What follows belongs to an exercise in optimizing a design on an open flow for small area; a production flow would make more cautious choices.
Function was checked by simulation only, so behaviour that the tests miss may differ from the original.
Power and IR drop assume default switching activity.

===== flow/run.sh =====
#!/bin/bash
# The standard layout, with the smallest buffer cell on the ports.
set -euo pipefail
export BUFFER_PORTS_ARGS="-buffer_cell sky130_fd_sc_hd__buf_1"
bash standard.sh finish > standard_finish.log 2>&1

===== constraint.sdc =====
create_clock -name core_clock -period 6.0 [get_ports {clk}]
set_input_delay 1.2000 -clock core_clock [delete_from_list [all_inputs] [get_ports {clk}]]
set_output_delay 1.2000 -clock core_clock [all_outputs]
set_load 0.01 [all_outputs]

===== config.mk =====
export PLATFORM = sky130hd
export DESIGN_NAME = axi4_mux
export DESIGN_NICKNAME = axi4_mux
export VERILOG_FILES = /design/flow/design.v
export SDC_FILE = /design/flow/constraint.sdc
export NUM_CORES = 4
export LEC_CHECK = 0
export CAP_MARGIN = 10
export CORE_AREA = 5 5 380 380
export CTS_BUF_LIST = sky130_fd_sc_hd__clkbuf_4 sky130_fd_sc_hd__clkbuf_8
export DIE_AREA = 0 0 385 385
export PLACE_DENSITY = 0.8
export SLEW_MARGIN = 10
export SYNTH_HIERARCHICAL = 1
export SYNTH_MINIMUM_KEEP_SIZE = 0

===== standard.sh =====
#!/bin/bash
# synth_recipe.tcl (not shown) runs the flow's synth.tcl, then flattens the netlist and writes it again
# the make line also repeats each setting of config.mk as NAME=value (left out here)
make -C /OpenROAD-flow-scripts/flow DESIGN_CONFIG=/design/flow/config.mk WORK_HOME=/design/flow/orfs CLKGATE_MAP_FILE= SYNTH_SCRIPT=/design/flow/synth_recipe.tcl "${@:-finish}"

===== design.v =====
module axi4_mux_r_arb #(
    parameter int RR_PRIO_NUMBER = 4,
    parameter int FIXED_PRIO_NUMBER = 1,
    localparam int INPUT_NUMBER = RR_PRIO_NUMBER + FIXED_PRIO_NUMBER
) (
    input logic clk,
    input logic rst_n,
    input logic [INPUT_NUMBER-1:0] in_ar_valid,
    input logic out_ar_ready,
    input logic out_r_last,
    input logic out_r_valid,
    input logic out_r_ready,
    output logic [INPUT_NUMBER-1:0] sel
);
  logic done;
  assign done = out_r_valid & out_r_ready & out_r_last;
  axi4_mux_arb_core #(
      .RR_PRIO_NUMBER(RR_PRIO_NUMBER),
      .FIXED_PRIO_NUMBER(FIXED_PRIO_NUMBER)
  ) core (
      .clk  (clk),
      .rst_n(rst_n),
      .valid(in_ar_valid),
      .ready(out_ar_ready),
      .done (done),
      .sel  (sel)
  );
endmodule
module axi4_mux_arb_core #(
    parameter int RR_PRIO_NUMBER = 4,
    parameter int FIXED_PRIO_NUMBER = 1,
    localparam int INPUT_NUMBER = RR_PRIO_NUMBER + FIXED_PRIO_NUMBER
) (
    input logic clk,
    input logic rst_n,
    input logic [INPUT_NUMBER-1:0] valid,
    input logic                    ready,
    input logic                    done,
    output logic [INPUT_NUMBER-1:0] sel
);
  localparam int PW = $clog2(RR_PRIO_NUMBER);
  logic [INPUT_NUMBER-1:0] sel_r;
  logic [PW-1:0] last_grant;
  logic [RR_PRIO_NUMBER-1:0] rr_v, rr_gnt;
  logic [FIXED_PRIO_NUMBER-1:0] fixed_v, fixed_gnt;
  logic [PW-1:0] rr_idx;
  logic rr_any, busy, keep, load, step;
  logic [INPUT_NUMBER-1:0] grant_comb;
  assign {rr_v, fixed_v} = valid;
  assign rr_any = |rr_v;
  assign busy = |sel_r;
  logic [RR_PRIO_NUMBER-1:0] rr_mask, rr_hi, rr_hi_gnt, rr_lo_gnt;
  always_comb begin
    for (int k = 0; k < RR_PRIO_NUMBER; k++) rr_mask[k] = (k > last_grant);
    rr_hi = rr_v & rr_mask;
    rr_hi_gnt = rr_hi & ~(rr_hi - 1'b1);
    rr_lo_gnt = rr_v & ~(rr_v - 1'b1);
    rr_gnt = (|rr_hi) ? rr_hi_gnt : rr_lo_gnt;
    rr_idx = '0;
    for (int k = 0; k < RR_PRIO_NUMBER; k++) if (rr_gnt[k]) rr_idx |= PW'(k);
  end
  always_comb begin
    fixed_gnt = '0;
    for (int i = FIXED_PRIO_NUMBER - 1; i >= 0; i--) begin
      if (fixed_v[i]) begin
        fixed_gnt = '0;
        fixed_gnt[i] = 1'b1;
      end
    end
  end
  assign grant_comb = rr_any ? {rr_gnt, {FIXED_PRIO_NUMBER{1'b0}}} :
                               {{RR_PRIO_NUMBER{1'b0}}, fixed_gnt};
  assign keep = rst_n & ~done;
  assign load = rst_n & ~busy & ready;
  assign step = ready & rr_any;
  logic [INPUT_NUMBER-1:0] sel_n;
  for (genvar i = 0; i < INPUT_NUMBER; i++) begin : gen_sel
    axi4_mux_ao22 next (
        .a(sel_r[i]),
        .b(keep),
        .c(grant_comb[i]),
        .d(load),
        .y(sel_n[i])
    );
  end
  always_ff @(posedge clk) begin
    sel_r      <= sel_n;
    last_grant <= {PW{rst_n}} & (step ? rr_idx : last_grant);
  end
  assign sel = sel_r;
endmodule
module axi4_mux_ao22 (
    input  logic a,
    input  logic b,
    input  logic c,
    input  logic d,
    output logic y
);
  assign y = (a & b) | (c & d);
endmodule
module axi4_mux_r #(
    parameter int AW = 32,
    parameter int AXI_ID_WIDTH = 8,
    parameter int AXI_DATA_WIDTH = 256,
    parameter int RR_PRIO_NUMBER = 4,
    parameter int FIXED_PRIO_NUMBER = 1,
    localparam int INPUT_NUMBER = RR_PRIO_NUMBER + FIXED_PRIO_NUMBER
) (
    input logic [INPUT_NUMBER-1:0] sel,
    input  logic [INPUT_NUMBER-1:0][AXI_ID_WIDTH-1:0] in_ar_id,
    input  logic [INPUT_NUMBER-1:0][          AW-1:0] in_ar_addr,
    input  logic [INPUT_NUMBER-1:0][             7:0] in_ar_len,
    input  logic [INPUT_NUMBER-1:0][             2:0] in_ar_size,
    input  logic [INPUT_NUMBER-1:0][             1:0] in_ar_burst,
    input  logic [INPUT_NUMBER-1:0]                   in_ar_valid,
    output logic [INPUT_NUMBER-1:0]                   in_ar_ready,
    output logic [INPUT_NUMBER-1:0][  AXI_ID_WIDTH-1:0] in_r_id,
    output logic [INPUT_NUMBER-1:0][AXI_DATA_WIDTH-1:0] in_r_data,
    output logic [INPUT_NUMBER-1:0][               1:0] in_r_resp,
    output logic [INPUT_NUMBER-1:0]                     in_r_last,
    output logic [INPUT_NUMBER-1:0]                     in_r_valid,
    input  logic [INPUT_NUMBER-1:0]                     in_r_ready,
    output logic [AXI_ID_WIDTH-1:0] out_ar_id,
    output logic [          AW-1:0] out_ar_addr,
    output logic [             7:0] out_ar_len,
    output logic [             2:0] out_ar_size,
    output logic [             1:0] out_ar_burst,
    output logic                    out_ar_valid,
    input  logic                    out_ar_ready,
    input  logic [  AXI_ID_WIDTH-1:0] out_r_id,
    input  logic [AXI_DATA_WIDTH-1:0] out_r_data,
    input  logic [               1:0] out_r_resp,
    input  logic                      out_r_last,
    input  logic                      out_r_valid,
    output logic                      out_r_ready
);
  always_comb begin
    for (int i = 0; i < INPUT_NUMBER; i++) begin
      in_r_id[i]   = out_r_id;
      in_r_data[i] = out_r_data;
      in_r_resp[i] = out_r_resp;
      in_r_last[i] = out_r_last;
    end
  end
  assign in_ar_ready = sel & {INPUT_NUMBER{out_ar_ready}};
  assign in_r_valid  = sel & {INPUT_NUMBER{out_r_valid}};
  localparam int MW = AXI_ID_WIDTH + AW + 8 + 3 + 2 + 1 + 1;
  logic [INPUT_NUMBER-1:0][MW-1:0] mux_d;
  always_comb begin
    for (int i = 0; i < INPUT_NUMBER; i++) begin
      mux_d[i] = {in_r_ready[i], in_ar_valid[i], in_ar_burst[i], in_ar_size[i], in_ar_len[i], in_ar_addr[i], in_ar_id[i]};
    end
  end
  axi4_mux_onehot #(
      .N(INPUT_NUMBER),
      .W(MW)
  ) mux (
      .sel(sel),
      .d  (mux_d),
      .y  ({out_r_ready, out_ar_valid, out_ar_burst, out_ar_size, out_ar_len, out_ar_addr, out_ar_id})
  );
endmodule
module axi4_mux_w_arb #(
    parameter int RR_PRIO_NUMBER = 4,
    parameter int FIXED_PRIO_NUMBER = 1,
    localparam int INPUT_NUMBER = RR_PRIO_NUMBER + FIXED_PRIO_NUMBER
) (
    input logic clk,
    input logic rst_n,
    input logic [INPUT_NUMBER-1:0] in_aw_valid,
    input logic out_aw_ready,
    input logic out_b_valid,
    input logic out_b_ready,
    output logic [INPUT_NUMBER-1:0] sel
);
  axi4_mux_arb_core #(
      .RR_PRIO_NUMBER(RR_PRIO_NUMBER),
      .FIXED_PRIO_NUMBER(FIXED_PRIO_NUMBER)
  ) core (
      .clk  (clk),
      .rst_n(rst_n),
      .valid(in_aw_valid),
      .ready(out_aw_ready),
      .done (out_b_valid & out_b_ready),
      .sel  (sel)
  );
endmodule
module axi4_mux_w #(
    parameter int AW = 32,
    parameter int AXI_ID_WIDTH = 8,
    parameter int AXI_DATA_WIDTH = 256,
    parameter int RR_PRIO_NUMBER = 4,
    parameter int FIXED_PRIO_NUMBER = 1,
    localparam int INPUT_NUMBER = RR_PRIO_NUMBER + FIXED_PRIO_NUMBER
) (
    input logic [INPUT_NUMBER-1:0] sel,
    input  logic [INPUT_NUMBER-1:0][AXI_ID_WIDTH-1:0] in_aw_id,
    input  logic [INPUT_NUMBER-1:0][          AW-1:0] in_aw_addr,
    input  logic [INPUT_NUMBER-1:0][             7:0] in_aw_len,
    input  logic [INPUT_NUMBER-1:0][             2:0] in_aw_size,
    input  logic [INPUT_NUMBER-1:0][             1:0] in_aw_burst,
    input  logic [INPUT_NUMBER-1:0]                   in_aw_valid,
    output logic [INPUT_NUMBER-1:0]                   in_aw_ready,
    input  logic [INPUT_NUMBER-1:0][    AXI_DATA_WIDTH-1:0] in_w_data,
    input  logic [INPUT_NUMBER-1:0][(AXI_DATA_WIDTH/8)-1:0] in_w_strb,
    input  logic [INPUT_NUMBER-1:0]                         in_w_last,
    input  logic [INPUT_NUMBER-1:0]                         in_w_valid,
    output logic [INPUT_NUMBER-1:0]                         in_w_ready,
    output logic [INPUT_NUMBER-1:0][AXI_ID_WIDTH-1:0] in_b_id,
    output logic [INPUT_NUMBER-1:0][             1:0] in_b_resp,
    output logic [INPUT_NUMBER-1:0]                   in_b_valid,
    input  logic [INPUT_NUMBER-1:0]                   in_b_ready,
    output logic [AXI_ID_WIDTH-1:0] out_aw_id,
    output logic [          AW-1:0] out_aw_addr,
    output logic [             7:0] out_aw_len,
    output logic [             2:0] out_aw_size,
    output logic [             1:0] out_aw_burst,
    output logic                    out_aw_valid,
    input  logic                    out_aw_ready,
    output logic [    AXI_DATA_WIDTH-1:0] out_w_data,
    output logic [(AXI_DATA_WIDTH/8)-1:0] out_w_strb,
    output logic                          out_w_last,
    output logic                          out_w_valid,
    input  logic                          out_w_ready,
    input  logic [AXI_ID_WIDTH-1:0] out_b_id,
    input  logic [             1:0] out_b_resp,
    input  logic                    out_b_valid,
    output logic                    out_b_ready
);
  always_comb begin
    for (int i = 0; i < INPUT_NUMBER; i++) begin
      in_b_id[i]   = out_b_id;
      in_b_resp[i] = out_b_resp;
    end
  end
  assign in_aw_ready = sel & {INPUT_NUMBER{out_aw_ready}};
  assign in_w_ready  = sel & {INPUT_NUMBER{out_w_ready}};
  assign in_b_valid  = sel & {INPUT_NUMBER{out_b_valid}};
  localparam int MW = AXI_ID_WIDTH + AW + 8 + 3 + 2 + 1 + AXI_DATA_WIDTH + AXI_DATA_WIDTH / 8 + 1 + 1 + 1;
  logic [INPUT_NUMBER-1:0][MW-1:0] mux_d;
  always_comb begin
    for (int i = 0; i < INPUT_NUMBER; i++) begin
      mux_d[i] = {in_b_ready[i], in_w_valid[i], in_w_last[i], in_w_strb[i], in_w_data[i],
                in_aw_valid[i], in_aw_burst[i], in_aw_size[i], in_aw_len[i], in_aw_addr[i], in_aw_id[i]};
    end
  end
  axi4_mux_onehot #(
      .N(INPUT_NUMBER),
      .W(MW)
  ) mux (
      .sel(sel),
      .d  (mux_d),
      .y  ({out_b_ready, out_w_valid, out_w_last, out_w_strb, out_w_data,
            out_aw_valid, out_aw_burst, out_aw_size, out_aw_len, out_aw_addr, out_aw_id})
  );
endmodule
module axi4_mux #(
    parameter int AW = 16,
    parameter int AXI_ID_WIDTH = 4,
    parameter int AXI_DATA_WIDTH = 32,
    parameter int RR_PRIO_NUMBER = 4,
    parameter int FIXED_PRIO_NUMBER = 2,
    localparam int INPUT_NUMBER = RR_PRIO_NUMBER + FIXED_PRIO_NUMBER
) (
    input logic clk,
    input logic rst_n,
    input  logic [INPUT_NUMBER-1:0][AXI_ID_WIDTH-1:0] in_aw_id,
    input  logic [INPUT_NUMBER-1:0][          AW-1:0] in_aw_addr,
    input  logic [INPUT_NUMBER-1:0][             7:0] in_aw_len,
    input  logic [INPUT_NUMBER-1:0][             2:0] in_aw_size,
    input  logic [INPUT_NUMBER-1:0][             1:0] in_aw_burst,
    input  logic [INPUT_NUMBER-1:0]                   in_aw_valid,
    output logic [INPUT_NUMBER-1:0]                   in_aw_ready,
    input  logic [INPUT_NUMBER-1:0][    AXI_DATA_WIDTH-1:0] in_w_data,
    input  logic [INPUT_NUMBER-1:0][(AXI_DATA_WIDTH/8)-1:0] in_w_strb,
    input  logic [INPUT_NUMBER-1:0]                         in_w_last,
    input  logic [INPUT_NUMBER-1:0]                         in_w_valid,
    output logic [INPUT_NUMBER-1:0]                         in_w_ready,
    output logic [INPUT_NUMBER-1:0][AXI_ID_WIDTH-1:0] in_b_id,
    output logic [INPUT_NUMBER-1:0][             1:0] in_b_resp,
    output logic [INPUT_NUMBER-1:0]                   in_b_valid,
    input  logic [INPUT_NUMBER-1:0]                   in_b_ready,
    input  logic [INPUT_NUMBER-1:0][AXI_ID_WIDTH-1:0] in_ar_id,
    input  logic [INPUT_NUMBER-1:0][          AW-1:0] in_ar_addr,
    input  logic [INPUT_NUMBER-1:0][             7:0] in_ar_len,
    input  logic [INPUT_NUMBER-1:0][             2:0] in_ar_size,
    input  logic [INPUT_NUMBER-1:0][             1:0] in_ar_burst,
    input  logic [INPUT_NUMBER-1:0]                   in_ar_valid,
    output logic [INPUT_NUMBER-1:0]                   in_ar_ready,
    output logic [INPUT_NUMBER-1:0][  AXI_ID_WIDTH-1:0] in_r_id,
    output logic [INPUT_NUMBER-1:0][AXI_DATA_WIDTH-1:0] in_r_data,
    output logic [INPUT_NUMBER-1:0][               1:0] in_r_resp,
    output logic [INPUT_NUMBER-1:0]                     in_r_last,
    output logic [INPUT_NUMBER-1:0]                     in_r_valid,
    input  logic [INPUT_NUMBER-1:0]                     in_r_ready,
    output logic [AXI_ID_WIDTH-1:0] out_aw_id,
    output logic [          AW-1:0] out_aw_addr,
    output logic [             7:0] out_aw_len,
    output logic [             2:0] out_aw_size,
    output logic [             1:0] out_aw_burst,
    output logic                    out_aw_valid,
    input  logic                    out_aw_ready,
    output logic [    AXI_DATA_WIDTH-1:0] out_w_data,
    output logic [(AXI_DATA_WIDTH/8)-1:0] out_w_strb,
    output logic                          out_w_last,
    output logic                          out_w_valid,
    input  logic                          out_w_ready,
    input  logic [AXI_ID_WIDTH-1:0] out_b_id,
    input  logic [             1:0] out_b_resp,
    input  logic                    out_b_valid,
    output logic                    out_b_ready,
    output logic [AXI_ID_WIDTH-1:0] out_ar_id,
    output logic [          AW-1:0] out_ar_addr,
    output logic [             7:0] out_ar_len,
    output logic [             2:0] out_ar_size,
    output logic [             1:0] out_ar_burst,
    output logic                    out_ar_valid,
    input  logic                    out_ar_ready,
    input  logic [  AXI_ID_WIDTH-1:0] out_r_id,
    input  logic [AXI_DATA_WIDTH-1:0] out_r_data,
    input  logic [               1:0] out_r_resp,
    input  logic                      out_r_last,
    input  logic                      out_r_valid,
    output logic                      out_r_ready
);
  logic [INPUT_NUMBER-1:0] sel_r, sel_w;
  axi4_mux_r_arb #(
      .RR_PRIO_NUMBER(RR_PRIO_NUMBER),
      .FIXED_PRIO_NUMBER(FIXED_PRIO_NUMBER)
  ) arb_r (
      .clk  (clk),
      .rst_n(rst_n),
      .in_ar_valid (in_ar_valid),
      .out_ar_ready(out_ar_ready),
      .out_r_last (out_r_last),
      .out_r_valid(out_r_valid),
      .out_r_ready(out_r_ready),
      .sel(sel_r)
  );
  axi4_mux_r #(
      .AW(AW),
      .AXI_ID_WIDTH(AXI_ID_WIDTH),
      .AXI_DATA_WIDTH(AXI_DATA_WIDTH),
      .RR_PRIO_NUMBER(RR_PRIO_NUMBER),
      .FIXED_PRIO_NUMBER(FIXED_PRIO_NUMBER)
  ) mux_r (
      .sel(sel_r),
      .in_ar_id(in_ar_id),
      .in_ar_addr(in_ar_addr),
      .in_ar_len(in_ar_len),
      .in_ar_size(in_ar_size),
      .in_ar_burst(in_ar_burst),
      .in_ar_valid(in_ar_valid),
      .in_ar_ready(in_ar_ready),
      .in_r_id(in_r_id),
      .in_r_data(in_r_data),
      .in_r_resp(in_r_resp),
      .in_r_last(in_r_last),
      .in_r_valid(in_r_valid),
      .in_r_ready(in_r_ready),
      .out_ar_id(out_ar_id),
      .out_ar_addr(out_ar_addr),
      .out_ar_len(out_ar_len),
      .out_ar_size(out_ar_size),
      .out_ar_burst(out_ar_burst),
      .out_ar_valid(out_ar_valid),
      .out_ar_ready(out_ar_ready),
      .out_r_id(out_r_id),
      .out_r_data(out_r_data),
      .out_r_resp(out_r_resp),
      .out_r_last(out_r_last),
      .out_r_valid(out_r_valid),
      .out_r_ready(out_r_ready)
  );
  axi4_mux_w_arb #(
      .RR_PRIO_NUMBER(RR_PRIO_NUMBER),
      .FIXED_PRIO_NUMBER(FIXED_PRIO_NUMBER)
  ) arb_w (
      .clk  (clk),
      .rst_n(rst_n),
      .in_aw_valid (in_aw_valid),
      .out_aw_ready(out_aw_ready),
      .out_b_valid(out_b_valid),
      .out_b_ready(out_b_ready),
      .sel(sel_w)
  );
  axi4_mux_w #(
      .AW(AW),
      .AXI_ID_WIDTH(AXI_ID_WIDTH),
      .AXI_DATA_WIDTH(AXI_DATA_WIDTH),
      .RR_PRIO_NUMBER(RR_PRIO_NUMBER),
      .FIXED_PRIO_NUMBER(FIXED_PRIO_NUMBER)
  ) mux_w (
      .sel(sel_w),
      .in_aw_id   (in_aw_id),
      .in_aw_addr (in_aw_addr),
      .in_aw_len  (in_aw_len),
      .in_aw_size (in_aw_size),
      .in_aw_burst(in_aw_burst),
      .in_aw_valid(in_aw_valid),
      .in_aw_ready(in_aw_ready),
      .in_w_data (in_w_data),
      .in_w_strb (in_w_strb),
      .in_w_last (in_w_last),
      .in_w_valid(in_w_valid),
      .in_w_ready(in_w_ready),
      .in_b_id   (in_b_id),
      .in_b_resp (in_b_resp),
      .in_b_valid(in_b_valid),
      .in_b_ready(in_b_ready),
      .out_aw_id   (out_aw_id),
      .out_aw_addr (out_aw_addr),
      .out_aw_len  (out_aw_len),
      .out_aw_size (out_aw_size),
      .out_aw_burst(out_aw_burst),
      .out_aw_valid(out_aw_valid),
      .out_aw_ready(out_aw_ready),
      .out_w_data (out_w_data),
      .out_w_strb (out_w_strb),
      .out_w_last (out_w_last),
      .out_w_valid(out_w_valid),
      .out_w_ready(out_w_ready),
      .out_b_id   (out_b_id),
      .out_b_resp (out_b_resp),
      .out_b_valid(out_b_valid),
      .out_b_ready(out_b_ready)
  );
endmodule
module axi4_mux_onehot #(
    parameter int N = 6,
    parameter int W = 1
) (
    input  logic [N-1:0]        sel,
    input  logic [N-1:0][W-1:0] d,
    output logic [W-1:0]        y
);
  localparam int G = (N + 2) / 3;
  logic [G*3-1:0] sel_p;
  assign sel_p = (G * 3)'(sel);
  for (genvar b = 0; b < W; b++) begin : gen_bit
    logic [G*3-1:0] d_p;
    logic [G-1:0] grp_n;
    for (genvar i = 0; i < G * 3; i++) begin : gen_in
      if (i < N) begin : gen_d
        assign d_p[i] = d[i][b];
      end else begin : gen_z
        assign d_p[i] = 1'b0;
      end
    end
    for (genvar g = 0; g < G; g++) begin : gen_grp
      axi4_mux_aoi3 aoi (
          .s(sel_p[g*3+:3]),
          .d(d_p[g*3+:3]),
          .y(grp_n[g])
      );
    end
    assign y[b] = ~&grp_n;
  end
endmodule
module axi4_mux_aoi3 (
    input  logic [2:0] s,
    input  logic [2:0] d,
    output logic       y
);
  assign y = ~|(s & d);
endmodule

==> results of run 1 <==
==> per-stage QoR <==
stage / std cells / hold slack, ps / util, % / setup WS (ps) / power [mW]
floorplan: 720 / 580 / - / 2830 / 0.606
global placement: 3140 / 528 / 6.54 / 1610 / 1.08
detailed placement: 3140 / 532 / 6.54 / 1650 / 1.08
CTS: 3144 / 546 / 6.57 / 1650 / 1.17
global route: 3176 / 587 / 6.63 / 1770 / 1.22
finish: 3181 / 556 / 6.64 / 1860 / 1.14
==> power groups by stage <==
stage | Clock [mW] | Sequential [mW] | Combinational, mW
after global placement | 0 | 0.163 | 0.915
after detailed placement | 0 | 0.164 | 0.921
final | 0.0877 | 0.160 | 0.889
after global routing | 0.0932 | 0.163 | 0.961
after floorplan | 0 | 0.164 | 0.441
after CTS | 0.0883 | 0.161 | 0.923
==> sequential cells by signal (all words and copies together), names as in the netlist <==
name / count
arb_w.core.sel_r: 6
arb_r.core.last_grant: 2
arb_w.core.last_grant: 2
arb_r.core.sel_r: 6
==> Yosys stat by module (local to each module, per instance), excerpt <==
module | times used | flip-flops and latches | cell area [um2]
axi4_mux_ao22 | 12 | 0 | 8.76
axi4_mux_aoi3 | 216 | 0 | 10.0
==> final cells by class <==
class,count,area (um2),area share [%]
multi-input combinational,430,3290,35.5
inverter,2,7.51,0.0810
antenna,37,92.6,0.999
tap,1876,2350,25.3
sequential,16,349,3.76
clock buffer,4,48.8,0.526
timing repair buffer,816,3130,33.8
==> cell usage in the layout, fill, tap and decap left out <==
master    synthesis  final
clkbuf_4          0      1
and2b_2           2      2
dfxtp_1          16      5
and2_1           33     33
a21oi_1           6      6
o221a_1           4      4
o31a_1            2      2
dfxtp_4           0      6
buf_4           270     19
dfxtp_2           0      5
a31oi_1           2      2
nor4_1            2      2
clkbuf_8          0      3
nand2b_1          6      6
diode_2           0     37
and3_1            3      3
nor2_1            6      6
or4_1             2      2
inv_1             2      2
nor2b_1           4      4
o21ai_0           2      2
a222oi_1        216    216
or4_4             2      2
o22ai_1           2      2
buf_1             0    797
o221a_2           4      4
nor3_1            6      6
nand2_1         110    110
and2_4            2      2
nor3b_1           2      2
a22o_1           12     12
==> worst reg2reg max path: cells and delay by family (launching register included) <==
family                 cells  cell delay (ps)
AOI/OAI and AO/OA          1              250
buffers and inverters      1              320
DFF                        1              470
and+or+nand+nor            2             1360
==> per-layer routing <==
layer | part of all wire (%) | track usage [%] | up-vias
li1 | - | - | 3988
met1 | 35 | 11.3 | 4536
met5 | 0.15 | 1.06 | -
met4 | 4.9 | 5.02 | 10
met2 | 47 | 17.4 | 1154
met3 | 12 | 4.92 | 189
==> how the worst min path moves through the flow <==
stage                        startpoint                  endpoint  slack [ps]  depth (start not counted)
5_1_grt             arb_r.core.sel_r[1]       arb_r.core.sel_r[1]         590                          1
6_report            arb_r.core.sel_r[1]       arb_r.core.sel_r[1]         560                          1
2_1_floorplan  arb_r.core.last_grant[0]  arb_r.core.last_grant[0]         580                          1
3_3_place_gp        arb_r.core.sel_r[1]       arb_r.core.sel_r[1]         530                          1
3_5_place_dp        arb_r.core.sel_r[1]       arb_r.core.sel_r[1]         530                          1
4_1_cts             arb_r.core.sel_r[1]       arb_r.core.sel_r[1]         550                          1
==> logic make-up (layout without fill, tap and decap cells) <==
kind of cell           after synthesis  count (layout)
AOI/OAI and AO/OA                  250             250
and+or+nand+nor                    180             180
DFF                                 16              16
other                                0              37
buffers and inverters              274             822
==> flow_summary.json, run 1 <==
{
  "status": "complete, no violations",
  "start_util_pct": 4.05,
  "die_y_um": 385,
  "critPathArrivalTime_ps": 2940,
  "numPortBuffers": 799,
  "nNetsFinal": 1969,
  "combPwrFrac_pct": 78.2,
  "netlist.top_cell.by_area": "a222oi_1",
  "synth_ff_type": "dfxtp_1",
  "syn_area_mm2": 0.00566,
  "postCtsHoldBufs": 0,
  "cts_sinks": 16,
  "area_growth_pct": 63.9,
  "num_rows": 137,
  "crit_type": "in2out",
  "hpwl_um": 78300,
  "hold_viol": 0,
  "synth_cell_types": 26,
  "cts_buffer_depth": 2,
  "htreeDepth": 1,
  "grt_start_max_net_pins": 58,
  "place_congestion": 1.00,
  "critical_path_peak_fanout": 1,
  "dr.pass1.iters": 10,
  "slowest_stage": "a222oi_1",
  "viasPerCell": 3.10,
  "maxSlewHeadroom_pct": 20.1,
  "grt_pass1_wl_um": 99600,
  "crit_path_frequent_cell": "buf_1",
  "wl_per_cell_um": 27.2,
  "route.detailed.drc": 0,
  "synth-adder-area-share_pct": 0,
  "critPathMaxStageDelay_ps": 980,
  "yosys_warnings": 9,
  "internal_power_mw": 0.439,
  "powerDensity_mw_per_mm2": 123,
  "clock_latency_ps": 240,
  "grt_remaining_overflow": 0,
  "die_area_mm2": 0.148,
  "async_flop_share_pct": 0,
  "cts_root_buffer": "clkbuf_8",
  "synth-seq-area-share_pct": 5.66,
  "post_cts_resized": 0,
  "path_buf_inv": 2,
  "final_area_mm2": 0.00927,
  "ios": 1108,
  "post_synth_and_or_nand_nor_area_fraction_pct": 15.1,
  "postRouteAntennaNets": 0,
  "cp.depth": 4,
  "peakVddDrop_v": 0.0000723,
  "clockPowerShare_pct": 7.7,
  "ys_seq_elements": 16,
  "reg2reg_from": "arb_w.core.sel_r[2]",
  "vias": 9877,
  "synth_top_family_by_area": "compound AO/OA/AOI/OAI gates",
  "swShare_pct": 61.4,
  "totalWireLength_um": 86500,
  "path_delay_family": "compound AO/OA/AOI/OAI gates",
  "synth_fp_nets": 1420,
  "post_cts_buffers": 0,
  "finalSetupViolations": 0,
  "skew_ps": 1.16,
  "worst_slew_pin_slew_ps": 1200,
  "endpoint_kind": "output port",
  "die_x_um": 385,
  "leakagePower_nw": 2.51,
  "worstPathCellList": "buf_1 -> a222oi_1 -> nand2_1 -> buf_1",
  "final-max-slew-violation-count": 0,
  "syn-instance-count": 720,
  "crit_path_end": "out_ar_id[3]",
  "synth_top_cells_by_count": "buf_4 (270), a222oi_1 (216), nand2_1 (110)",
  "maxCapViolCount": 0,
  "post-route-period-util_pct": 68.9,
  "startpoint": "in_ar_id[3]",
  "period_needed_ps": 4140,
  "ff2ff_path_depth": 4,
  "worstReg2RegEnd": "arb_w.core.sel_r[3]",
  "dpl-instance-area_mm2": 0.00913,
  "avgSynthCellArea_um2": 7.86,
  "grt_pass1_vias": 8989,
  "ys_top_cells_by_area": "a222oi_1 (38%), buf_4 (36%), nand2_1 (7.3%), dfxtp_1 (5.7%), and2_1 (3.6%)",
  "yosys.cell_count.top_type": "buf_4",
  "nFillCells": 16500,
  "drive_gt1_share_pct": 3.47,
  "fmax_ghz": 0.242,
  "synth_compound_area_share_pct": 43.1,
  "cts_tree": "yes",
  "cts_buffers": 3,
  "gr-usage-all-layers_pct": 10.5,
  "synth-xor-area-share_pct": 0,
  "rsz0062_at_grt": "false",
  "antenna_found_initial": 69,
  "p_switching_mw": 0.697,
  "clk_pin_slew_ps": 60,
  "pwr-share-seq_pct": 14.1,
  "crit_required_ps": 4800,
  "synth_edf_count": 0,
  "r2r_slack_ps": 3540,
  "fp.coreArea_mm2": 0.140,
  "startpoint_type": "input pin",
  "setup-tns-final_ps": 0,
  "synthMuxAreaShare_pct": 0,
  "hp-class": "reg2reg",
  "synth_top_area_share_pct": 38.2,
  "drt_iter0_drc": 1546
}
==> inputs of run 2 (changes only) <==
--- a/config.mk
+++ b/config.mk
@@ -9,4 +9,6 @@
 export CORE_AREA = 5 5 380 380
 export CTS_BUF_LIST = sky130_fd_sc_hd__clkbuf_4 sky130_fd_sc_hd__clkbuf_8
+export CTS_CLUSTER_DIAMETER = 400
+export CTS_CLUSTER_SIZE = 20
 export DIE_AREA = 0 0 385 385
 export PLACE_DENSITY = 0.8
==> run 2 against run 1 <==
  * Count of clock-buffer cells in the layout is the same
  * Synthesized area is the same
  * Design area is the same
  * Critical endpoint unchanged
  * Largest cell class unchanged
  * Critical path depth is the same
  * Worst setup slack is the same
  * Fmax is the same
  * Still clean
  * Wire length is the same
  * Non-clock buffer count is the same
  * Highest routed layer unchanged
  * Final cell count is the same
==> flow_summary.json, run 2 <==
{
  "status": "complete, no violations",
  "drive_gt1_share_pct": 3.47,
  "synth-xor-area-share_pct": 0,
  "cts_buffer_depth": 2,
  "synth_edf_count": 0,
  "grt_remaining_overflow": 0,
  "powerDensity_mw_per_mm2": 123,
  "syn-instance-count": 720,
  "yosys.cell_count.top_type": "buf_4",
  "rsz0062_at_grt": "false",
  "grt_pass1_vias": 8989,
  "nFillCells": 16500,
  "grt_pass1_wl_um": 99600,
  "cts_root_buffer": "clkbuf_8",
  "grt_start_max_net_pins": 58,
  "setup-tns-final_ps": 0,
  "startpoint": "in_ar_id[3]",
  "start_util_pct": 4.05,
  "cts_buffers": 3,
  "synth_cell_types": 26,
  "synth-adder-area-share_pct": 0,
  "maxCapViolCount": 0,
  "route.detailed.drc": 0,
  "yosys_warnings": 9,
  "maxSlewHeadroom_pct": 20.1,
  "slowest_stage": "a222oi_1",
  "crit_type": "in2out",
  "vias": 9877,
  "postRouteAntennaNets": 0,
  "crit_required_ps": 4800,
  "die_area_mm2": 0.148,
  "worstReg2RegEnd": "arb_w.core.sel_r[3]",
  "area_growth_pct": 63.9,
  "path_delay_family": "compound AO/OA/AOI/OAI gates",
  "multi_input_area_mm2": 0.00329,
  "post_cts_resized": 0,
  "cts_sinks": 16,
  "postCtsHoldBufs": 0,
  "numPortBuffers": 799,
  "synth_top_area_share_pct": 38.2,
  "synth_ff_type": "dfxtp_1",
  "synth_top_family_by_area": "compound AO/OA/AOI/OAI gates",
  "synth_compound_area_share_pct": 43.1,
  "critPathMaxStageDelay_ps": 980,
  "reg2reg_from": "arb_w.core.sel_r[2]",
  "worst_slew_pin_slew_ps": 1200,
  "critPathArrivalTime_ps": 2940,
  "clock_latency_ps": 240,
  "ys_seq_elements": 16,
  "layout_setup_ws_ps": 1860,
  "hp-class": "reg2reg",
  "async_flop_share_pct": 0,
  "cts_tree": "yes",
  "drt_iter0_drc": 1546,
  "ys_top_cells_by_area": "a222oi_1 (38%), buf_4 (36%), nand2_1 (7.3%), dfxtp_1 (5.7%), and2_1 (3.6%)",
  "hpwl_um": 78300,
  "die_y_um": 385,
  "die_x_um": 385,
  "post-route-period-util_pct": 68.9,
  "place_congestion": 1.00,
  "fp.coreArea_mm2": 0.140,
  "most-common-layout-cells": "buf_1 (797), a222oi_1 (216), nand2_1 (110)",
  "num_rows": 137,
  "startpoint_type": "input pin",
  "synth_fp_nets": 1420,
  "critical_path_peak_fanout": 1,
  "path_buf_inv": 2,
  "avgSynthCellArea_um2": 7.86,
  "worstPathCellList": "buf_1 -> a222oi_1 -> nand2_1 -> buf_1",
  "viasPerCell": 3.10,
  "wl_per_cell_um": 27.2,
  "skew_ps": 1.16,
  "totalWireLength_um": 86500,
  "syn_area_mm2": 0.00566,
  "post_cts_buffers": 0,
  "r2r_slack_ps": 3540,
  "post_synth_and_or_nand_nor_area_fraction_pct": 15.1,
  "finalSetupViolations": 0,
  "fmax_ghz": 0.242,
  "gr-usage-all-layers_pct": 10.5,
  "final_common_cell": "buf_1",
  "ios": 1108,
  "dp_slack_ps": 1650,
  "endpoint_kind": "output port",
  "peakVddDrop_v": 0.0000723,
  "netlist.top_cell.by_area": "a222oi_1",
  "synth-seq-area-share_pct": 5.66,
  "synthMuxAreaShare_pct": 0,
  "hold_viol": 0,
  "antenna_found_initial": 69,
  "synth_top_cells_by_count": "buf_4 (270), a222oi_1 (216), nand2_1 (110)",
  "clk_pin_slew_ps": 60,
  "period_needed_ps": 4140,
  "whs_ps": 556,
  "ff2ff_path_depth": 4,
  "seqCellArea_um2": 349,
  "leakagePower_nw": 2.51,
  "largestRegisters": "arb_r.core.sel_r: 6 flops, arb_w.core.sel_r: 6 flops",
  "crit_path_frequent_cell": "buf_1",
  "final-max-slew-violation-count": 0,
  "cp.depth": 4,
  "nNetsFinal": 1969,
  "dr.pass1.iters": 10,
  "crit_path_end": "out_ar_id[3]",
  "htreeDepth": 1
}
==> run 2: per-module statistics from Yosys, one instance, submodules excluded, excerpt <==
module | times used | cell area, um2 | flip-flops and latches
axi4_mux_aoi3 | 216 | 10.0 | 0
axi4_mux_ao22 | 12 | 8.76 | 0
==> run 2: worst min path at each step <==
stage,from,end,slack [ps],cells after the start
floorplan,arb_r.core.last_grant[0],arb_r.core.last_grant[0],580,1
detailed placement,arb_r.core.sel_r[1],arb_r.core.sel_r[1],530,1
finish,arb_r.core.sel_r[1],arb_r.core.sel_r[1],560,1
global route,arb_r.core.sel_r[1],arb_r.core.sel_r[1],590,1
CTS,arb_r.core.sel_r[1],arb_r.core.sel_r[1],550,1
global placement,arb_r.core.sel_r[1],arb_r.core.sel_r[1],530,1
==> run 2: layer usage <==
| metal | GRT usage, % | share of wire, % | vias up |
|---|---|---|---|
| met5 | 1.06 | 0.15 | - |
| met1 | 11.3 | 35 | 4536 |
| met2 | 17.4 | 47 | 1154 |
| met4 | 5.02 | 4.9 | 10 |
| li1 | - | - | 3988 |
| met3 | 4.92 | 12 | 189 |
==> run 2: layout make-up <==
cell class,count,area share (%)
diodes,37,0.999
well taps,1876,25.3
clock buffers,4,0.526
inverters,2,0.0810
multi-input cells,430,35.5
flip-flops and latches,16,3.76
repair buffers,816,33.8
==> run 2: report_power, final <==
group          leakage [nW]  internal (mW)  switching, mW
Combinational          2.35          0.275          0.614
Clock                0.0264         0.0515         0.0362
Sequential            0.138          0.113         0.0474
Total                  2.51          0.439          0.697
==> run 2: per-stage QoR <==
| step | cell area, um2 | utilization [%] | std cells | power, mW |
|---|---|---|---|---|
| after detailed placement | 9130 | 6.54 | 3140 | 1.08 |
| after global placement | 9130 | 6.54 | 3140 | 1.08 |
| after global routing | 9260 | 6.63 | 3176 | 1.22 |
| final | 9270 | 6.64 | 3181 | 1.14 |
| after CTS | 9180 | 6.57 | 3144 | 1.17 |
| after floorplan | 5660 | - | 720 | 0.606 |
==> run 2: logic make-up after synthesis <==
group / count (synthesis)
and+or+nand+nor: 180
DFF: 16
AOI/OAI and AO/OA: 250
buffers and inverters: 274
==> run 2: worst reg2reg max path, stage by stage (launching register included) <==
cell     delay (ps)
dfxtp_4         470
buf_4           320
or4_1           520
nor4_1          840
a22o_1          250
==> inputs of run 3 (changes only) <==
--- a/config.mk
+++ b/config.mk
@@ -6,12 +6,10 @@
 export NUM_CORES = 4
 export LEC_CHECK = 0
-export CAP_MARGIN = 10
+export CAP_MARGIN = 0
 export CORE_AREA = 5 5 380 380
 export CTS_BUF_LIST = sky130_fd_sc_hd__clkbuf_4 sky130_fd_sc_hd__clkbuf_8
-export CTS_CLUSTER_DIAMETER = 400
-export CTS_CLUSTER_SIZE = 20
 export DIE_AREA = 0 0 385 385
 export PLACE_DENSITY = 0.8
-export SLEW_MARGIN = 10
+export SLEW_MARGIN = 0
 export SYNTH_HIERARCHICAL = 1
 export SYNTH_MINIMUM_KEEP_SIZE = 0
==> run 3 against run 2 <==
  * Still clean
  * Wire length unchanged
  * Die area unchanged
  * Clock skew unchanged
  * Critical path type unchanged
  * Largest power group unchanged
==> flow_summary.json, run 3 <==
{
  "crit_required_ps": 4800,
  "hold_viol": 0,
  "start_util_pct": 4.05,
  "dr.pass1.iters": 10,
  "syn_area_mm2": 0.00566,
  "final_common_cell": "buf_1",
  "gr-usage-all-layers_pct": 10.5,
  "critical_path_peak_fanout": 1,
  "power.total_mw": 1.14,
  "clk_pin_slew_ps": 60,
  "dpl-instance-area_mm2": 0.00913,
  "post_cts_buffers": 0,
  "synth_ff_type": "dfxtp_1",
  "synth_fp_nets": 1420,
  "synth_top_area_share_pct": 38.2,
  "combPwrFrac_pct": 78.2,
  "nNetsFinal": 1969,
  "syn-instance-count": 720,
  "grt_remaining_overflow": 0,
  "dp_slack_ps": 1650,
  "drive_gt1_share_pct": 3.47,
  "route.detailed.drc": 0,
  "numPortBuffers": 799,
  "setup-tns-final_ps": 0,
  "crit_path_end": "out_ar_id[3]",
  "grt_pass1_wl_um": 99600,
  "ff2ff_path_depth": 4,
  "num_rows": 137,
  "whs_ps": 556,
  "synth_edf_count": 0,
  "fin_util_pct": 6.64,
  "yosys.cell_count.top_type": "buf_4",
  "ios": 1108,
  "die_x_um": 385,
  "hpwl_um": 78300,
  "critPathArrivalTime_ps": 2940,
  "grt_pass1_vias": 8989,
  "cts_buffers": 3,
  "cts_root_buffer": "clkbuf_8",
  "fp.coreArea_mm2": 0.140,
  "swShare_pct": 61.4,
  "postCtsHoldBufs": 0,
  "final_cells": 3181,
  "avgSynthCellArea_um2": 7.86,
  "largestRegisters": "arb_r.core.sel_r: 6 flops, arb_w.core.sel_r: 6 flops",
  "most-common-layout-cells": "buf_1 (797), a222oi_1 (216), nand2_1 (110)",
  "startpoint_type": "input pin",
  "synth-seq-area-share_pct": 5.66,
  "final_area_mm2": 0.00927,
  "grt_start_max_net_pins": 58,
  "die_y_um": 385,
  "totalWireLength_um": 86500,
  "postRouteAntennaNets": 0,
  "antenna_found_initial": 69,
  "dp.cells": 3140,
  "cts_buffer_depth": 2,
  "synth_cell_types": 26,
  "startpoint": "in_ar_id[3]",
  "skew_ps": 1.16,
  "area_growth_pct": 63.9,
  "reg2reg_from": "arb_w.core.sel_r[2]",
  "clock_latency_ps": 240,
  "place_congestion": 1.00,
  "endpoint_kind": "output port",
  "ys_top_cells_by_area": "a222oi_1 (38%), buf_4 (36%), nand2_1 (7.3%), dfxtp_1 (5.7%), and2_1 (3.6%)",
  "wl_per_cell_um": 27.2,
  "htreeDepth": 1,
  "p_switching_mw": 0.697,
  "netlist.top_cell.by_area": "a222oi_1",
  "cts_tree": "yes",
  "period_needed_ps": 4140,
  "maxCapViolCount": 0,
  "clockPowerShare_pct": 7.7,
  "pwr-share-seq_pct": 14.1,
  "final-max-slew-violation-count": 0,
  "worstReg2RegEnd": "arb_w.core.sel_r[3]",
  "leakagePower_nw": 2.51,
  "finalSetupViolations": 0,
  "post_cts_resized": 0,
  "vias": 9877,
  "ys_seq_elements": 16,
  "die_area_mm2": 0.148,
  "fmax_ghz": 0.242,
  "rsz0062_at_grt": "false",
  "worst_slew_pin_slew_ps": 1200,
  "maxSlewHeadroom_pct": 20.1,
  "drt_iter0_drc": 1546,
  "powerDensity_mw_per_mm2": 123,
  "post-route-period-util_pct": 68.9,
  "r2r_slack_ps": 3540,
  "synth_top_cells_by_count": "buf_4 (270), a222oi_1 (216), nand2_1 (110)",
  "async_flop_share_pct": 0,
  "layout_setup_ws_ps": 1860,
  "hp-class": "reg2reg",
  "viasPerCell": 3.10,
  "status": "complete, no violations",
  "crit_type": "in2out",
  "peakVddDrop_v": 0.0000723,
  "internal_power_mw": 0.439,
  "yosys_warnings": 9,
  "cts_sinks": 16
}
run 3: cell counts after synthesis:
No cell type changed its count.
run 3: critical path, cell delays in order:
cell,delay [ps]
buf_1,70
a222oi_1,980
nand2_1,400
buf_1,280
run 3: layout make-up:
cell class,instances,area [um2]
Sequential cell,16,349
Inverter,2,7.51
Tap cell,1876,2350
Timing Repair Buffer,816,3130
Antenna cell,37,92.6
Fill cell,16500,130000
Multi-Input combinational cell,430,3290
Clock buffer,4,48.8
run 3: modules after synthesis, one instance, submodules excluded, a selection:
module / flip-flops and latches / cells inside / times used
axi4_mux_aoi3: 0 / 1 / 216
axi4_mux_ao22: 0 / 1 / 12
run 3: kinds of logic after synthesis:
family | synth area share, %
compound gates | 43.1
buf+inv | 36.1
flops | 5.66
simple gates | 15.1
run 3: power groups by stage:
| stage | clock (mW) | sequential, mW | combinational, mW |
|---|---|---|---|
| 2_1_floorplan | 0 | 0.164 | 0.441 |
| 3_3_place_gp | 0 | 0.163 | 0.915 |
| 3_5_place_dp | 0 | 0.164 | 0.921 |
| 4_1_cts | 0.0883 | 0.161 | 0.923 |
| 5_1_grt | 0.0932 | 0.163 | 0.961 |
| 6_report | 0.0877 | 0.160 | 0.889 |
run 3: layer usage:
metal / GRT usage [%] / wire length [um] / vias to the layer above
met5: 1.06 / 132 / -
met4: 5.02 / 4240 / 10
met3: 4.92 / 10800 / 189
met2: 17.4 / 40700 / 1154
met1: 11.3 / 30700 / 4536
li1: - / - / 3988
run 3: worst min-delay path by stage:
stage | start | endpoint | slack [ps] | cells past startpoint
4_1_cts | arb_r.core.sel_r[1] | arb_r.core.sel_r[1] | 550 | 1
3_5_place_dp | arb_r.core.sel_r[1] | arb_r.core.sel_r[1] | 530 | 1
3_3_place_gp | arb_r.core.sel_r[1] | arb_r.core.sel_r[1] | 530 | 1
2_1_floorplan | arb_r.core.last_grant[0] | arb_r.core.last_grant[0] | 580 | 1
5_1_grt | arb_r.core.sel_r[1] | arb_r.core.sel_r[1] | 590 | 1
6_report | arb_r.core.sel_r[1] | arb_r.core.sel_r[1] | 560 | 1
==> inputs of run 4 (changes only) <==
--- a/design.v
+++ b/design.v
@@ -40,14 +40,15 @@
 );
   localparam int PW = $clog2(RR_PRIO_NUMBER);
-  logic [INPUT_NUMBER-1:0] sel_r;
+  localparam int RR_BASE = 2 ** FIXED_PRIO_NUMBER;
+  localparam int CW = $clog2(RR_BASE + RR_PRIO_NUMBER);
+  logic [CW-1:0] code_r, code_n, grant_code;
   logic [PW-1:0] last_grant;
   logic [RR_PRIO_NUMBER-1:0] rr_v, rr_gnt;
-  logic [FIXED_PRIO_NUMBER-1:0] fixed_v, fixed_gnt;
+  logic [FIXED_PRIO_NUMBER-1:0] fixed_v;
   logic [PW-1:0] rr_idx;
   logic rr_any, busy, keep, load, step;
-  logic [INPUT_NUMBER-1:0] grant_comb;
   assign {rr_v, fixed_v} = valid;
   assign rr_any = |rr_v;
-  assign busy = |sel_r;
+  assign busy = |code_r;
   logic [RR_PRIO_NUMBER-1:0] rr_mask, rr_hi, rr_hi_gnt, rr_lo_gnt;
   always_comb begin
@@ -61,32 +62,30 @@
   end
   always_comb begin
-    fixed_gnt = '0;
-    for (int i = FIXED_PRIO_NUMBER - 1; i >= 0; i--) begin
-      if (fixed_v[i]) begin
-        fixed_gnt = '0;
-        fixed_gnt[i] = 1'b1;
-      end
-    end
+    grant_code = '0;
+    for (int i = FIXED_PRIO_NUMBER - 1; i >= 0; i--) if (fixed_v[i]) grant_code = CW'(1 << i);
+    if (rr_any) grant_code = CW'(RR_BASE) | CW'(rr_idx);
   end
-  assign grant_comb = rr_any ? {rr_gnt, {FIXED_PRIO_NUMBER{1'b0}}} :
-                               {{RR_PRIO_NUMBER{1'b0}}, fixed_gnt};
   assign keep = rst_n & ~done;
   assign load = rst_n & ~busy & ready;
   assign step = ready & rr_any;
-  logic [INPUT_NUMBER-1:0] sel_n;
-  for (genvar i = 0; i < INPUT_NUMBER; i++) begin : gen_sel
+  for (genvar b = 0; b < CW; b++) begin : gen_code
     axi4_mux_ao22 next (
-        .a(sel_r[i]),
+        .a(code_r[b]),
         .b(keep),
-        .c(grant_comb[i]),
+        .c(grant_code[b]),
         .d(load),
-        .y(sel_n[i])
+        .y(code_n[b])
     );
   end
   always_ff @(posedge clk) begin
-    sel_r      <= sel_n;
+    code_r     <= code_n;
     last_grant <= {PW{rst_n}} & (step ? rr_idx : last_grant);
   end
-  assign sel = sel_r;
+  always_comb begin
+    for (int i = 0; i < INPUT_NUMBER; i++) begin
+      if (i < FIXED_PRIO_NUMBER) sel[i] = ~code_r[CW-1] & code_r[i];
+      else sel[i] = code_r[CW-1] & (code_r[PW-1:0] == PW'(i - FIXED_PRIO_NUMBER));
+    end
+  end
 endmodule
 module axi4_mux_ao22 (
--- a/config.mk
+++ b/config.mk
@@ -6,10 +6,10 @@
 export NUM_CORES = 4
 export LEC_CHECK = 0
-export CAP_MARGIN = 0
+export CAP_MARGIN = 20
 export CORE_AREA = 5 5 380 380
 export CTS_BUF_LIST = sky130_fd_sc_hd__clkbuf_4 sky130_fd_sc_hd__clkbuf_8
 export DIE_AREA = 0 0 385 385
 export PLACE_DENSITY = 0.8
-export SLEW_MARGIN = 0
+export SLEW_MARGIN = 30
 export SYNTH_HIERARCHICAL = 1
 export SYNTH_MINIMUM_KEEP_SIZE = 0
==> run 4 against run 3 <==
  * Synthesized area is 4.2% lower
  * Final cell count shrank 0.94%
  * Non-clock buffer count grew 3
  * Critical path depth increased by 1
  * Highest routed layer unchanged
  * Clock power is 3.4% lower
  * Largest cell class unchanged
  * Via count grew 2.2%
  * Count of clock-buffer cells in the layout decreased by 1
  * Wire length decreased by 2.3%
  * Combinational power grew 74%
  * Worst setup slack got worse by 23 ps
  * Sequential power shrank 39%
  * Utilization is 0.12 points lower
==> flow_summary.json, run 4 <==
{
  "ios": 1108,
  "synth_edf_count": 0,
  "maxSlewHeadroom_pct": 28.6,
  "cts_tree": "yes",
  "area_growth_pct": 68.1,
  "crit_type": "reg2out",
  "hold_viol": 0,
  "viasPerCell": 3.20,
  "hpwl_um": 76400,
  "vias": 10100,
  "most-common-layout-cells": "buf_1 (799), a222oi_1 (216), nand2_1 (116)",
  "use_met2_pct": 17.1,
  "route.detailed.drc": 0,
  "leakagePower_nw": 2.44,
  "drt_iter0_drc": 2058,
  "hp-class": "reg2reg",
  "critPathArrivalTime_ps": 2960,
  "cts_buffers": 3,
  "final-max-slew-violation-count": 0,
  "dp.cells": 3130,
  "critical_path_peak_fanout": 56,
  "grt_start_max_net_pins": 60,
  "syn-instance-count": 706,
  "totalWireLength_um": 84500,
  "cts_root_buffer": "clkbuf_8",
  "drive_gt1_share_pct": 3.10,
  "num_rows": 137,
  "clk_pin_slew_ps": 60,
  "synth-seq-area-share_pct": 3.69,
  "postCtsHoldBufs": 0,
  "post_cts_resized": 0,
  "post-route-period-util_pct": 69.3,
  "finalSetupViolations": 0,
  "syn_area_mm2": 0.00542,
  "grtUsageMet3_pct": 6.32,
  "cts_sinks": 10,
  "powerDensity_mw_per_mm2": 191,
  "synth_fp_nets": 1406,
  "nNetsFinal": 1960,
  "final_common_cell": "buf_1",
  "start_util_pct": 3.88,
  "startpoint_type": "register",
  "async_flop_share_pct": 0,
  "peakVddDrop_v": 0.0000731,
  "grt_remaining_overflow": 0,
  "dr.pass1.iters": 10,
  "fmax_ghz": 0.240,
  "yosys.cell_count.top_type": "buf_4",
  "period_needed_ps": 4160,
  "grt_pass1_vias": 9109,
  "final_cells": 3151,
  "largestRegisters": "arb_r.core.code_r: 3 flops, arb_w.core.code_r: 3 flops",
  "rsz0062_at_grt": "false",
  "worst_slew_pin_slew_ps": 1070,
  "top_usage_layer": "met2",
  "fp.coreArea_mm2": 0.140,
  "cts_buffer_depth": 2,
  "yosys_warnings": 9,
  "numPortBuffers": 799,
  "grt_use_met1_pct": 10.5,
  "r2r_slack_ps": 3150,
  "postRouteAntennaNets": 0,
  "clock_latency_ps": 270,
  "grt_pass1_wl_um": 98900,
  "synth_top_cells_by_count": "buf_4 (270), a222oi_1 (216), nand2_1 (116)",
  "netlist.top_cell.by_area": "a222oi_1",
  "gr-usage-all-layers_pct": 10.3,
  "die_y_um": 385,
  "nFillCells": 16600,
  "skew_ps": 0.556,
  "antenna_found_initial": 48,
  "status": "complete, no violations",
  "crit_required_ps": 4800,
  "setup-tns-final_ps": 0,
  "place_congestion": 0.952,
  "die_area_mm2": 0.148,
  "avgSynthCellArea_um2": 7.68,
  "die_x_um": 385,
  "synth_ff_type": "dfxtp_1",
  "synth_top_area_share_pct": 39.9,
  "ys_seq_elements": 10,
  "endpoint_kind": "output port",
  "synth_cell_types": 24,
  "post_cts_buffers": 0,
  "maxCapViolCount": 0,
  "htreeDepth": 1,
  "wl_per_cell_um": 26.8,
  "ys_top_cells_by_area": "a222oi_1 (40%), buf_4 (37%), nand2_1 (8.0%), dfxtp_1 (3.7%), and2_1 (3.6%)"
}
## run 4: changes by cell type after synthesis, moves of 6 or more
cell / before / now
dfxtp_1: 16 / 10
nand2_1: 110 / 116
nor2_1: 6 / 12
nor3_1: 6 / 0
a22o_1: 12 / 6
## run 4: worst max-delay path, cell delays in order (launching register included)
cell,delay [ps]
dfxtp_1,530
and3b_4,890
buf_4,440
a222oi_1,120
nand2_1,220
buf_1,380
## run 4: metal layers
metal	routed length [um]	vias up	share of wire (%)
met4	3990	34	4.7
met5	358	-	0.42
met3	13700	187	16
li1	-	3897	-
met2	39200	1227	46
met1	27200	4750	32
## run 4: path summary, 6_finish.rpt
check	from	to	depth (start not counted)
worst max register to register	arb_r.core.code_r[1]	arb_r.core.code_r[1]	7
worst min register to register	arb_r.core.last_grant[1]	arb_r.core.last_grant[1]	2
worst max-delay path	arb_w.core.code_r[2]	out_w_data[24]	5
worst min-delay path	arb_r.core.last_grant[1]	arb_r.core.last_grant[1]	2
## run 4: cells by family after synthesis
logic type	after synthesis	share of synthesized area (%)
buf+inv	274	37.7
compound gates	238	42.8
flops	10	3.69
simple gates	184	15.8
## run 4: through the flow
stage                     cell area [um2]  utilization [%]  setup slack, ps  hold slack (ps)  power, mW
after floorplan                      5430                -             1330              475      0.831
after global placement               8970             6.42             1980              514       1.73
after detailed placement             9000             6.44             1960              505       1.74
after CTS                            9040             6.47             1660              520       1.84
after global routing                 9100             6.52             1770              537       1.87
final                                9110             6.52             1840              523       1.74
## run 4: where the power goes
part / total [mW] / internal, mW / leakage [nW] / switching, mW
logic: 1.55 / 0.444 / 2.34 / 1.11
clock network: 0.0847 / 0.0448 / 0.0217 / 0.0399
registers: 0.0969 / 0.0763 / 0.0827 / 0.0206
total: 1.74 / 0.565 / 2.44 / 1.17
## run 4: layout make-up
type	instances	area (um2)	share of cell area [%]
antenna	17	42.5	0.467
clock buffer	3	41.3	0.453
inverter	4	15.0	0.165
multi-input combinational	422	3250	35.7
sequential	10	200	2.20
tap	1876	2350	25.8
timing repair buffer	819	3210	35.3
## run 4: modules after synthesis, one instance, submodules excluded, a selection
module	cells inside	cell area, um2
axi4_mux_aoi3	1	10.0
axi4_mux_ao22	1	8.76
==> inputs of run 5 (changes only) <==
--- a/design.v
+++ b/design.v
@@ -40,5 +40,5 @@
 );
   localparam int PW = $clog2(RR_PRIO_NUMBER);
-  localparam int RR_BASE = 2 ** FIXED_PRIO_NUMBER;
+  localparam int RR_BASE = 2 ** $clog2(FIXED_PRIO_NUMBER + 1);
   localparam int CW = $clog2(RR_BASE + RR_PRIO_NUMBER);
   logic [CW-1:0] code_r, code_n, grant_code;
@@ -63,5 +63,5 @@
   always_comb begin
     grant_code = '0;
-    for (int i = FIXED_PRIO_NUMBER - 1; i >= 0; i--) if (fixed_v[i]) grant_code = CW'(1 << i);
+    for (int i = FIXED_PRIO_NUMBER - 1; i >= 0; i--) if (fixed_v[i]) grant_code = CW'(i + 1);
     if (rr_any) grant_code = CW'(RR_BASE) | CW'(rr_idx);
   end
@@ -84,6 +84,6 @@
   always_comb begin
     for (int i = 0; i < INPUT_NUMBER; i++) begin
-      if (i < FIXED_PRIO_NUMBER) sel[i] = ~code_r[CW-1] & code_r[i];
-      else sel[i] = code_r[CW-1] & (code_r[PW-1:0] == PW'(i - FIXED_PRIO_NUMBER));
+      if (i < FIXED_PRIO_NUMBER) sel[i] = (code_r == CW'(i + 1));
+      else sel[i] = (code_r == CW'(RR_BASE + i - FIXED_PRIO_NUMBER));
     end
   end
--- a/config.mk
+++ b/config.mk
@@ -6,10 +6,10 @@
 export NUM_CORES = 4
 export LEC_CHECK = 0
-export CAP_MARGIN = 20
+export CAP_MARGIN = 10
 export CORE_AREA = 5 5 380 380
 export CTS_BUF_LIST = sky130_fd_sc_hd__clkbuf_4 sky130_fd_sc_hd__clkbuf_8
 export DIE_AREA = 0 0 385 385
 export PLACE_DENSITY = 0.8
-export SLEW_MARGIN = 30
+export SLEW_MARGIN = 10
 export SYNTH_HIERARCHICAL = 1
 export SYNTH_MINIMUM_KEEP_SIZE = 0
==> run 5 against run 4 <==
  * The layout now fails its checks (slew limit)
  * Power fell by 8.0%
  * Synthesized cell count fell by 0.85%
  * Via count fell by 0.72%
  * Utilization barely moved
  * Register-to-register slack got worse by 680 ps
  * Sequential cell count did not move
  * Design area fell by 0.30%
==> flow_summary.json, run 5 <==
{
  "post_cts_resized": 0,
  "whs_ps": 528,
  "period_needed_ps": 4260,
  "finalSetupViolations": 0,
  "swShare_pct": 65.3,
  "syn-instance-count": 700,
  "rsz0062_at_grt": "false",
  "ys_seq_elements": 10,
  "dp.cells": 3119,
  "gr-usage-all-layers_pct": 9.14,
  "crit_required_ps": 4800,
  "worst_slew_pin_slew_ps": 1520,
  "area_growth_pct": 67.0,
  "cts_buffer_depth": 2,
  "hpwl_um": 66800,
  "worstPathCellList": "and3_4 -> buf_4 -> a222oi_1 -> nand2_1 -> buf_1",
  "maxCapViolCount": 0,
  "synth_top_cells_by_count": "buf_4 (270), a222oi_1 (216), nand2_1 (114)",
  "startpoint_type": "register",
  "syn_area_mm2": 0.00544,
  "num_rows": 137,
  "synth-seq-area-share_pct": 3.68,
  "cts_root_buffer": "clkbuf_8",
  "reg2reg_from": "arb_w.core.code_r[1]",
  "crit_type": "reg2out",
  "critical_path_peak_fanout": 44,
  "critPathArrivalTime_ps": 3060,
  "fmax_ghz": 0.235,
  "setup-tns-final_ps": 0,
  "postCtsHoldBufs": 0,
  "startpoint": "arb_w.core.code_r[1]",
  "synth_top_area_share_pct": 39.7,
  "path_delay_family": "simple AND/OR/NAND/NOR gates",
  "grt_pass1_wl_um": 89100,
  "start_util_pct": 3.89,
  "most-common-layout-cells": "buf_1 (799), a222oi_1 (216), nand2_1 (114)",
  "final_common_cell": "buf_1",
  "grt_remaining_overflow": 0,
  "so_faults": "slew limit",
  "netlist.top_cell.by_area": "a222oi_1",
  "multi_input_area_mm2": 0.00329,
  "route.detailed.drc": 0,
  "cts_tree": "yes",
  "wl_per_cell_um": 23.9,
  "die_y_um": 385,
  "fp.coreArea_mm2": 0.140,
  "skew_ps": 0.556,
  "ys_top_cells_by_area": "a222oi_1 (40%), buf_4 (37%), nand2_1 (7.9%), dfxtp_1 (3.7%), and2_1 (3.6%)",
  "clock_latency_ps": 290,
  "cts_buffers": 3,
  "hp-class": "reg2reg",
  "post_cts_buffers": 0,
  "final-max-slew-violation-count": 1,
  "hold_viol": 0,
  "dpl-instance-area_mm2": 0.00899,
  "postRouteAntennaNets": 0,
  "critPathMaxStageDelay_ps": 750,
  "grt_start_max_net_pins": 77,
  "die_area_mm2": 0.148,
  "maxSlewHeadroom_pct": -1.48,
  "final_cells": 3144,
  "ios": 1108,
  "antenna_found_initial": 48,
  "hold_start": "arb_r.core.last_grant[1]",
  "async_flop_share_pct": 0,
  "dr.pass1.iters": 13,
  "endpoint_kind": "output port",
  "leakagePower_nw": 2.39,
  "synth_cell_types": 25,
  "drive_gt1_share_pct": 2.65,
  "grt_pass1_vias": 8796,
  "die_x_um": 385,
  "path_buf_inv": 2,
  "nNetsFinal": 1948,
  "clk_pin_slew_ps": 70,
  "seqCellArea_um2": 200,
  "place_congestion": 1.04,
  "cts_sinks": 10,
  "nFillCells": 16600,
  "p_switching_mw": 1.04,
  "internal_power_mw": 0.554,
  "htreeDepth": 1,
  "vias": 10000,
  "powerDensity_mw_per_mm2": 176,
  "synth_edf_count": 0,
  "clockPowerShare_pct": 5.9,
  "peakVddDrop_v": 0.000122,
  "viasPerCell": 3.19,
  "yosys_warnings": 9,
  "status": "failed layout checks",
  "totalWireLength_um": 75100,
  "largestRegisters": "arb_r.core.code_r: 3 flops, arb_w.core.code_r: 3 flops",
  "combPwrFrac_pct": 88.0,
  "fin_util_pct": 6.50,
  "synth_fp_nets": 1400,
  "numPortBuffers": 799,
  "synth_ff_type": "dfxtp_1",
  "drt_iter0_drc": 1989,
  "avgSynthCellArea_um2": 7.77,
  "final_area_mm2": 0.00908,
  "post-route-period-util_pct": 71.0,
  "slowest_stage": "and3_4",
  "yosys.cell_count.top_type": "buf_4",
  "pwr-share-seq_pct": 6.1
}
run 5: cell types whose count changed after synthesis, sizes merged, moves of 4 or more:
cell / delta
inv: -4
nor2: -6
nor3b: +4
a21oi: -4
run 5: path summary, 6_finish.rpt:
| kind | endpoint | slack [ps] | depth (start not counted) |
|---|---|---|---|
| hold / removal | arb_r.core.last_grant[1] | 530 | 2 |
| hold reg to reg | arb_r.core.last_grant[1] | 530 | 2 |
| setup reg to reg | arb_w.core.code_r[1] | 2470 | 7 |
| setup / recovery | out_aw_addr[9] | 1740 | 5 |
run 5: power by group through the flow:
stage               Combinational (mW)  Sequential, mW  Clock, mW
floorplan                        0.743          0.0901          0
global placement                  1.41          0.0984          0
detailed placement                1.42          0.0996          0
CTS                               1.43          0.0978      0.115
global route                      1.50           0.100      0.116
finish                            1.41          0.0979     0.0937
run 5: worst reg2reg max path, delay by kind of cell, from the launching register on:
family / cells / cell delay (ps)
and+or+nand+nor: 4 / 1760
DFF: 1 / 430
AOI/OAI and AO/OA: 2 / 870
buffers and inverters: 1 / 420
run 5: cell families (layout without fill, tap and decap cells):
family / after synthesis / in the layout / synth area share [%]
other: 0 / 22 / 0
flip-flops: 10 / 10 / 3.68
AO/OA/AOI/OAI: 242 / 242 / 43.4
buffers and inverters: 270 / 816 / 37.3
AND/OR/NAND/NOR: 178 / 178 / 15.7
run 5: cell type report:
type | instances | share of cell area [%]
Antenna cell | 22 | 0.606
Clock buffer | 3 | 0.455
Multi-Input combinational cell | 420 | 36.2
Sequential cell | 10 | 2.20
Tap cell | 1876 | 25.8
Timing Repair Buffer | 813 | 34.7
run 5: layer usage:
| metal | global-route usage (%) | vias to the layer above | wire [um] |
|---|---|---|---|
| li1 | - | 3887 | - |
| met1 | 9.53 | 4655 | 24700 |
| met2 | 13.8 | 1252 | 32600 |
| met3 | 7.50 | 186 | 14900 |
| met4 | 2.79 | 42 | 2480 |
| met5 | 0.893 | - | 410 |
run 5: Yosys stat by module (local to each module, per instance), excerpt:
module	times used	flops+latches
axi4_mux_ao22	6	0
axi4_mux_aoi3	216	0
run 5: stage by stage:
step | total power [mW] | worst slack, ps
global placement | 1.51 | 2130
CTS | 1.64 | 1730
detailed placement | 1.52 | 2090
floorplan | 0.833 | 1450
global route | 1.71 | 1690
finish | 1.60 | 1740

==> what the ideal ports hide <==
In the flow no input, the clock included, has a driving cell. The finished layouts below were timed again as built, in two steps. Step 1: set_driving_cell puts a clkbuf_16 on clk and a buf_2 on each other input, an assumption about the parent block. Step 2 also shifts input and output timing later by t, the mid clock arrival at the registers, as if the neighbouring blocks saw the same clock. Slacks: ideal / step 1 / step 2; pairs: ideal / step 1.
run	t, ns	setup slack, ns	clock arrival spread, ns
run 1	0.291	1.863 / 1.841 / 1.841	0.002 / 0.001
run 2	0.291	1.863 / 1.841 / 1.841	0.002 / 0.001
run 3	0.291	1.863 / 1.841 / 1.841	0.002 / 0.001
run 4	0.313	1.840 / 1.792 / 2.059	0.005 / 0.004
run 5	0.351	1.737 / 1.669 / 1.958	0.005 / 0.005
